This is an optimization exercise on Yosys and OpenROAD, whose aim is small area, a short achievable clock period and few clock cycles, not a production implementation.
The RTL was checked by simulation tests, not by an equivalence proof against the original design.
Power is estimated from default activity; no workload was simulated.

==> flow/design.v (excerpt) <==
module EditDistance(
output wire [31:0] addr_rom_0,
input  wire [1:0]  data_o_0,
output wire [31:0] addr_rom_1,
input  wire [1:0]  data_o_1,
input  wire clk,
input  wire rst,
output reg         result_en,
output wire [31:0] result_addr,
output wire [31:0] result
);
localparam P    = 16;         
localparam N    = 1640;       
localparam W    = N - P + 1;  
localparam NB   = 2;          
localparam CW   = P / NB;     
reg        ph;
reg [10:0] cnt;
reg        done;
reg [10:0] raddr;
localparam [10:0] FIRST = 11'd19 + NB;
localparam [10:0] LAST  = W - 1;
always @(posedge clk) begin
    if (rst) begin
        ph    <= 1'b0;
        cnt   <= 11'd0;
        done  <= 1'b0;
        result_en <= 1'b0;
        raddr <= 11'd0;
    end else begin
        if (!ph && cnt[3:0] == 4'd15) begin
            ph  <= 1'b1;
            cnt <= 11'd0;
        end else begin
            cnt <= cnt + 11'd1;
        end
        if (ph && (cnt & FIRST) == FIRST && !done)
            result_en <= 1'b1;
        if (result_en) begin
            raddr <= raddr + 11'd1;
            if ((raddr & LAST) == LAST) begin
                result_en <= 1'b0;
                done <= 1'b1;
            end
        end
    end
end
wire ld = !ph || cnt[10:1] == 10'd0;
assign addr_rom_0  = {21'd0, cnt};
assign addr_rom_1  = {28'd0, cnt[3:0]};
assign result_addr = {21'd0, raddr};
reg [1:0] pat [0:P-1];
always @(posedge clk) begin : pat_shift
    integer j;
    if (ld) begin
        pat[P-1] <= data_o_1;
        for (j = 0; j < P-1; j = j + 1) pat[j] <= pat[j+1];
    end
end
wire [1:0] tsel [0:NB-1];
assign tsel[0] = data_o_0;
genvar g;
for (g = 1; g < NB; g = g + 1) begin : tdel
    reg [1:0] q;
    if (g == 1) begin : d1
        always @(posedge clk) q <= data_o_0;
    end else begin : dn
        always @(posedge clk) q <= tdel[g-1].q;
    end
    assign tsel[g] = q;
end
reg [P-1:0] m;
wire [P-1:0] mn = ~m;
always @(posedge clk) begin : match
    integer j;
    for (j = 0; j < P; j = j + 1) m[j] <= (tsel[j / CW] == pat[j]);
end
wire [P-1:0] vr [0:P];
genvar r, k, c;
for (k = 0; k < P; k = k + 1) begin : top
    assign vr[0][k] = (k % 2 == 1);           
end
  ...
Size in the first run: ~1,300 cells after synthesis, roughly 140 I/O pins.
clock: 5.0 ns
lec_check: 0
abc_area: 1
cap_margin: 20
core_margin: 2
core_utilization: 70
cts_buf_list: sky130_fd_sc_hd__clkbuf_16
cts_cluster_diameter: 100
cts_cluster_size: 30
place_density: 0.8
setup_slack_margin: 2.75
slew_margin: 20
synth_hierarchical: 1
run.sh (not shown) runs the stock make flow with config.mk's settings and CLKGATE_MAP_FILE= SYNTH_SCRIPT=/design/flow/synth_recipe.tcl, a recipe that flattens the netlist after the stock synthesis.
Testbench counts at the start, summed over its fixed seeds: cycles 53,248.
Rerun with:
Settings changed: ABC_AREA 1 to unset, SETUP_SLACK_MARGIN 2.75 to 2.9.
Global-route usage goes down by 0.11 points.
Power goes up by 3.7%.
Design area came out higher by 4.5%.
Synthesized area went up by 0.84%.
Wire length is higher by 8.0%.
Rerun with:
==> flow/flow/run.sh (new file) <==
#!/bin/bash
set -euo pipefail
bash standard.sh \
  "CTS_ARGS=-sink_clustering_enable -repair_clock_nets -sink_clustering_size 30 -sink_clustering_max_diameter 100 -buf_list sky130_fd_sc_hd__clkbuf_16 -dont_use_dummy_load" \
  SKIP_REPAIR_TIE_FANOUT=1 \
  finish > flow.log 2>&1
==> flow/standard.sh (new file) <==
#!/bin/bash
# synth_recipe.tcl (not shown) runs the flow's synth.tcl, then flattens the netlist and writes it again
# the make line also repeats each setting of config.mk as NAME=value (left out here)
make -C /OpenROAD-flow-scripts/flow DESIGN_CONFIG=/design/flow/config.mk WORK_HOME=/design/flow/orfs CLKGATE_MAP_FILE= SYNTH_SCRIPT=/design/flow/synth_recipe.tcl "${@:-finish}"
Settings changed: ABC_AREA set to 1.
removed: flow/run.sh
The changed run finished with timing, DRC and antenna clean.
Critical path depth does not change.
Via count shrinks by 3.6%.
Utilization falls by 2.5 points.
Global-route usage is higher by 0.99 points.
Worst setup slack gets better by 0.0062 ns.
First-iteration DRC count rises by 0.38%.
Clock-buffer cell count came out lower by 1.
Rerun with:
Settings changed: CTS_BUF_LIST sky130_fd_sc_hd__clkbuf_16 to unset, CTS_CLUSTER_DIAMETER 100 to unset, CTS_CLUSTER_SIZE 30 to unset, SETUP_SLACK_MARGIN 2.9 to 3.2.
Effect: Setup slack is better by 0.093 ns; routed wire length rose by about a fifth; total power climbs by a few percent; synthesized area is unchanged; cell area went up by a few percent; cell count climbs slightly; synthesized cell count does not change; global-route usage climbs by 1.4 points.
Rerun with:
Settings changed: SETUP_SLACK_MARGIN 3.2 to 2.85.
Effect: The changed run completed without violations; non-clock buffer count decreases by 40; design area went down by a few percent; power decreases by a few percent; clock-buffer cell count is unchanged.
Rerun with:
==> flow/flow/run.sh (replaced) <==
#!/bin/bash
set -euo pipefail
bash standard.sh \
  "CTS_ARGS=-sink_clustering_enable -repair_clock_nets -sink_clustering_size 24 -sink_clustering_max_diameter 80 -buf_list sky130_fd_sc_hd__clkbuf_16 -dont_use_dummy_load" \
  SKIP_REPAIR_TIE_FANOUT=1 \
  finish > flow.log 2>&1
Settings changed: SETUP_SLACK_MARGIN 2.85 to 3.05.
Result: Worst setup slack gains 0.13 ns; fmax came out higher by a few percent; flip-flop and latch count stays the same; final cell count came out higher slightly; clock-buffer cell count came out higher by 3; synthesized cell count stays the same.

* * *

## run A
The RTL this note starts from:
==> flow/design.v <==
`timescale 1ns / 1ps
module EditDistance(
output wire [31:0] addr_rom_0,
input  wire [1:0]  data_o_0,
output wire [31:0] addr_rom_1,
input  wire [1:0]  data_o_1,
input  wire clk,
input  wire rst,
output reg         result_en,
output wire [31:0] result_addr,
output wire [31:0] result
);
localparam P    = 16;         
localparam N    = 1640;       
localparam W    = N - P + 1;  
localparam NB   = 2;          
localparam CW   = P / NB;     
reg        ph;
reg [10:0] cnt;
reg        done;
reg [10:0] raddr;
localparam [10:0] FIRST = 11'd19 + NB;
localparam [10:0] LAST  = W - 1;
always @(posedge clk) begin
    if (rst) begin
        ph    <= 1'b0;
        cnt   <= 11'd0;
        done  <= 1'b0;
        result_en <= 1'b0;
        raddr <= 11'd0;
    end else begin
        if (!ph && cnt[3:0] == 4'd15) begin
            ph  <= 1'b1;
            cnt <= 11'd0;
        end else begin
            cnt <= cnt + 11'd1;
        end
        if (ph && (cnt & FIRST) == FIRST && !done)
            result_en <= 1'b1;
        if (result_en) begin
            raddr <= raddr + 11'd1;
            if ((raddr & LAST) == LAST) begin
                result_en <= 1'b0;
                done <= 1'b1;
            end
        end
    end
end
wire ld = !ph || cnt[10:1] == 10'd0;
assign addr_rom_0  = {21'd0, cnt};
assign addr_rom_1  = {28'd0, cnt[3:0]};
assign result_addr = {21'd0, raddr};
reg [1:0] pat [0:P-1];
always @(posedge clk) begin : pat_shift
    integer j;
    if (ld) begin
        pat[P-1] <= data_o_1;
        for (j = 0; j < P-1; j = j + 1) pat[j] <= pat[j+1];
    end
end
wire [1:0] tsel [0:NB-1];
assign tsel[0] = data_o_0;
genvar g;
for (g = 1; g < NB; g = g + 1) begin : tdel
    reg [1:0] q;
    if (g == 1) begin : d1
        always @(posedge clk) q <= data_o_0;
    end else begin : dn
        always @(posedge clk) q <= tdel[g-1].q;
    end
    assign tsel[g] = q;
end
reg [P-1:0] m;
wire [P-1:0] mn = ~m;
always @(posedge clk) begin : match
    integer j;
    for (j = 0; j < P; j = j + 1) m[j] <= (tsel[j / CW] == pat[j]);
end
wire [P-1:0] vr [0:P];
genvar r, k, c;
for (k = 0; k < P; k = k + 1) begin : top
    assign vr[0][k] = (k % 2 == 1);           
end
for (r = 1; r <= P; r = r + 1) begin : row
    reg [P-1:0] vq;
    wire [NB:0] aout;              
    reg  [NB:0] aq;
    always @(posedge clk) aq <= aout;
    assign aout[0] = 1'b0;
    for (k = 0; k < NB; k = k + 1) begin : blk
        wire [CW:0] a;                 
        assign a[0] = (k == 0) ? ((r % 2) == 1) : aq[k];
        for (c = 0; c < CW; c = c + 1) begin : cl
            localparam J = k*CW + c;
            wire mm = m[J];
            wire v  = vr[r-1][J];
            if (r == 1 || J == 0) begin : edge_cell
                if ((r + J) % 2 == 0) begin : ev
                    assign a[c+1] = ~((mm | a[c]) & v);
                    always @(posedge clk) vq[J] <= ~((~mm & v) | a[c]);
                end else begin : od
                    assign a[c+1] = ~((a[c] & ~mm) | v);
                    always @(posedge clk) vq[J] <= ~((mm | v) & a[c]);
                end
            end else begin : inner
                wire vo;
                if ((r + J) % 2 == 0) begin : ev
                    EdCellE u (.a(a[c]), .v(v), .m(mm), .mn(mn[J]), .ao(a[c+1]), .vo(vo));
                end else begin : od
                    EdCellO u (.a(a[c]), .v(v), .m(mm), .mn(mn[J]), .ao(a[c+1]), .vo(vo));
                end
                always @(posedge clk) vq[J] <= vo;
            end
        end
        assign aout[k+1] = a[CW];
    end
    assign vr[r] = vq;
end
wire [P-1:0] nbr16;
for (k = 0; k < P; k = k + 1) begin : fix
    assign nbr16[k] = (k % 2 == 0) ? ~vr[P][k] : vr[P][k];
end
localparam HALF = 8;
localparam G    = P / HALF;
function [3:0] popg;
input [7:0] v;
reg [7:0] s;
reg x;
begin
    s = v;
    x = s[0] & s[1]; s[1] = s[0] | s[1]; s[0] = x;
    x = s[2] & s[3]; s[3] = s[2] | s[3]; s[2] = x;
    x = s[0] & s[2]; s[2] = s[0] | s[2]; s[0] = x;
    x = s[1] & s[3]; s[3] = s[1] | s[3]; s[1] = x;
    x = s[1] & s[2]; s[2] = s[1] | s[2]; s[1] = x;
    x = s[4] & s[5]; s[5] = s[4] | s[5]; s[4] = x;
    x = s[6] & s[7]; s[7] = s[6] | s[7]; s[6] = x;
    x = s[4] & s[6]; s[6] = s[4] | s[6]; s[4] = x;
    x = s[5] & s[7]; s[7] = s[5] | s[7]; s[5] = x;
    x = s[5] & s[6]; s[6] = s[5] | s[6]; s[5] = x;
    x = s[0] & s[4]; s[4] = s[0] | s[4]; s[0] = x;
    x = s[2] & s[6]; s[6] = s[2] | s[6]; s[2] = x;
    x = s[2] & s[4]; s[4] = s[2] | s[4]; s[2] = x;
    x = s[1] & s[5]; s[5] = s[1] | s[5]; s[1] = x;
    x = s[3] & s[7]; s[7] = s[3] | s[7]; s[3] = x;
    x = s[3] & s[5]; s[5] = s[3] | s[5]; s[3] = x;
    x = s[1] & s[2]; s[2] = s[1] | s[2]; s[1] = x;
    x = s[3] & s[4]; s[4] = s[3] | s[4]; s[3] = x;
    x = s[5] & s[6]; s[6] = s[5] | s[6]; s[5] = x;
    popg[0] = (s[7] & ~s[6]) | (s[5] & ~s[4]) | (s[3] & ~s[2]) | (s[1] & ~s[0]);
    popg[1] = (s[6] & ~s[5]) | (s[5] & ~s[4]) | (s[2] & ~s[1]) | (s[1] & ~s[0]);
    popg[2] = (s[4] & ~s[3]) | (s[3] & ~s[2]) | (s[2] & ~s[1]) | (s[1] & ~s[0]);
    popg[3] = (s[0]);
end
endfunction
wire [4-1:0] pal [0:G-1];
for (k = 0; k < G; k = k + 1) begin : grp
    localparam DL = NB - 1 - (k * HALF) / CW;    
    reg [4-1:0] pc [0:DL];
    always @(posedge clk) pc[0] <= popg(nbr16[k*HALF +: HALF]);
    for (c = 1; c <= DL; c = c + 1) begin : dly
        always @(posedge clk) pc[c] <= pc[c-1];
    end
    assign pal[k] = pc[DL];
end
reg [4:0] zeros;
always @(posedge clk) begin : tot
    integer j;
    reg [4:0] z;
    z = 5'd0;
    for (j = 0; j < G; j = j + 1) z = z + pal[j];
    zeros <= z;
end
assign result = {26'd0, zeros, 1'b0};
endmodule
module EdCellE(input wire a, input wire v, input wire m, input wire mn,
               output wire ao, output wire vo);
    assign ao = ~((m | a) & v);
    assign vo = ~((mn & v) | a);
endmodule
module EdCellO(input wire a, input wire v, input wire m, input wire mn,
               output wire ao, output wire vo);
    assign ao = ~((mn & a) | v);
    assign vo = ~((m | v) & a);
endmodule
==> flow/config.mk <==
export PLATFORM = sky130hd
export DESIGN_NAME = EditDistance
export DESIGN_NICKNAME = EditDistance
export VERILOG_FILES = /design/flow/design.v
export SDC_FILE = /design/flow/constraint.sdc
export NUM_CORES = 4
export LEC_CHECK = 0
export ABC_AREA = 1
export CAP_MARGIN = 5
export CORE_MARGIN = 2
export CORE_UTILIZATION = 70
export PLACE_DENSITY = 0.8
export SETUP_SLACK_MARGIN = 3.05
export SLEW_MARGIN = 5
export SYNTH_HIERARCHICAL = 1
==> flow/constraint.sdc <==
create_clock -name core_clock -period 5.0 [get_ports {clk}]
set_input_delay 1.0000 -clock core_clock [delete_from_list [all_inputs] [get_ports {clk}]]
set_output_delay 1.0000 -clock core_clock [all_outputs]
set_load 0.01 [all_outputs]
standard.sh (not shown) runs the stock make flow with config.mk's settings and CLKGATE_MAP_FILE= SYNTH_SCRIPT=/design/flow/synth_recipe.tcl, a recipe that flattens the netlist after the stock synthesis.
==> flow/flow/run.sh <==
#!/bin/bash
set -euo pipefail
bash standard.sh \
  "CTS_ARGS=-sink_clustering_enable -repair_clock_nets -sink_clustering_size 30 -sink_clustering_max_diameter 100 -buf_list sky130_fd_sc_hd__clkbuf_16 -dont_use_dummy_load" \
  SKIP_REPAIR_TIE_FANOUT=1 \
  finish > flow.log 2>&1
Run A: all stages complete, timing, DRC and antenna checks passed
Testbench counts of run A, summed over its fixed seeds: cycles 53,248.
Here is what was changed in the inputs of run B compared with run A.
- swapping 5 for 20 in SLEW_MARGIN
- putting TNS_END_PERCENT at 20 where nothing was set
- swapping 5 for 20 in CAP_MARGIN
### Flow results
Of run A and run B, the higher flop-to-flop setup slack belongs to run A.
Higher routed wire length goes to run B over run A.
Final worst clock skew essentially unchanged between run B and run A.
NOTE fmax run A->run B decreased by a few percent
Ratio of final minimum period to clock period for run B is higher than for run A.
The inputs of run C differ from those of run B as listed below.
- CTS_CLUSTER_SIZE newly set to 30
- SETUP_SLACK_MARGIN changed from 3.05 to 2.9
- TNS_END_PERCENT removed (was 20)
- GPL_TIMING_DRIVEN newly set to 0
- CTS_CLUSTER_DIAMETER newly set to 100
- CTS_BUF_LIST newly set to sky130_fd_sc_hd__clkbuf_16
==> flow/flow/run.sh <==
#!/bin/bash
set -euo pipefail
bash standard.sh \
  "CTS_ARGS=-sink_clustering_enable -repair_clock_nets -sink_clustering_size 30 -sink_clustering_max_diameter 100 -buf_list sky130_fd_sc_hd__clkbuf_16 -dont_use_dummy_load" \
  finish > flow.log 2>&1
Results
Taking run B as the reference, in run C wire length on met2 went up by 1100 µm, power consumed by sequential cells has remained practically unchanged. For run C, the critical path class was register to output port, unlike run B, where it was primary input to register. Run C against run B: area of placed instances higher; x dimension of the die ~0 delta. [run C] total power rose 34 µW relative to run B.
The following lists how run D was set up differently from run C:
- SETUP_SLACK_MARGIN changed from 2.9 to 2.95
- CTS_CLUSTER_SIZE removed (was 30)
- CTS_CLUSTER_DIAMETER removed (was 100)
- CTS_BUF_LIST removed (was sky130_fd_sc_hd__clkbuf_16)
- GPL_TIMING_DRIVEN removed (was 0)
--- a/flow/flow/run.sh
+++ b/flow/flow/run.sh
@@ -3,3 +3,4 @@
 bash standard.sh \
   "CTS_ARGS=-sink_clustering_enable -repair_clock_nets -sink_clustering_size 30 -sink_clustering_max_diameter 100 -buf_list sky130_fd_sc_hd__clkbuf_16 -dont_use_dummy_load" \
+  SKIP_REPAIR_TIE_FANOUT=1 \
   finish > flow.log 2>&1
==> run notes <==
Between run C and run D, global-route usage over all layers decreased.
Half-perimeter wire length after placement for run D: about 4.7% down relative to run C
Count of TritonRoute iterations in the first routing pass came out lower on run D than on run C.
Run D vs. run C: post-CTS setup buffer count went up by 3.
When run D is measured against run C, its sequential share of layout area turns out 4.8 points higher.
The following lists how run E was set up differently from run D:
- an added CTS_CLUSTER_DIAMETER of 80
- an added CTS_BUF_LIST of sky130_fd_sc_hd__clkbuf_16
- an added CTS_CLUSTER_SIZE of 24
- a change of SETUP_SLACK_MARGIN from 2.95 to 2.9
==> flow/run.sh (new file) <==
#!/bin/bash
# synth_recipe.tcl (not shown) runs the flow's synth.tcl, then flattens the netlist and writes it again
# the make line also repeats each setting of config.mk as NAME=value (left out here)
make -C /OpenROAD-flow-scripts/flow DESIGN_CONFIG=/design/flow/config.mk WORK_HOME=/design/flow/orfs CLKGATE_MAP_FILE= SYNTH_SCRIPT=/design/flow/synth_recipe.tcl finish
removed: flow/flow/run.sh
removed: flow/standard.sh
## What came out
Against run D as the reference, run E delivers a higher number of clock buffers in the layout.
Worst setup slack in run E vs run D: down 0.12 ns
Mean cell area of the mapped netlist delta (run E -> run D): insignificant
Looking only at number of buffers and inverters on the critical path, and setting everything else aside, the higher value of run E and run D goes to run E.
| via count | lower: run D |
Looking at the reports, run D completed the entire flow and the layout it produced met the timing, design-rule and antenna checks.
Run E: no failed stages, no open violations at the end
Between run E and run D, combinational cell fraction of total power is higher for run D, run E comes in under that.
Compared with run D, run E shows a layout filler cell count that is about 4.5% lower.
The endpoint of the most critical setup path comes out result_addr[6] in one run and row[12].vq[15] in the other, namely in run D and run E respectively.
Compared with run D, clock power in run E increased by more than 10%.

-- static timing again, ports no longer ideal --
The results above use ideal ports. As a check the final layouts listed here were re-extracted and re-timed, cells and wires unchanged. Step 1 (the two cells are an assumption about what drives the block):
set clk [get_ports {clk}]
set_driving_cell -lib_cell sky130_fd_sc_hd__clkbuf_16 $clk
set_driving_cell -lib_cell sky130_fd_sc_hd__buf_2 [delete_from_list [all_inputs] $clk]
Step 2 times the ports against the registers' clock, not the clock port: input delays grow and output delays shrink by t, the midpoint of the rising clock arrivals with the driver on. a / b / c = ideal ports / drivers / drivers and shift; a / b = the first two.
run | t (ns) | slack for setup (ns) | worst slew at a driven data input, ns
the first run of note 1 | 0.530 | 2.794 / 2.751 / 2.492 | 0.03
the second run of note 1 | 0.536 | 2.898 / 2.855 / 2.507 | 0.04
the third run of note 1 | 0.510 | 2.904 / 2.860 / 2.527 | 0.04
the fourth run of note 1 | 0.512 | 2.997 / 2.952 / 2.791 | 0.03
the fifth run of note 1 | 0.509 | 2.889 / 2.845 / 2.499 | 0.04
the sixth run of note 1 | 0.531 | 3.018 / 2.975 / 2.769 | 0.03
run A | 0.499 | 3.023 / 2.981 / 2.788 | 0.03
run B | 0.499 | 2.963 / 2.930 / 2.482 | 0.03
run C | 0.514 | 2.914 / 2.867 / 2.711 | 0.04
run D | 0.511 | 2.994 / 2.949 / 2.766 | 0.04
run E | 0.539 | 2.875 / 2.875 / 2.468 | 0.03
After both steps setup and hold are still met in every run listed. The setup slack of run B, which loses most, moves by -0.033 ns with the drivers and by -0.481 ns with both steps.
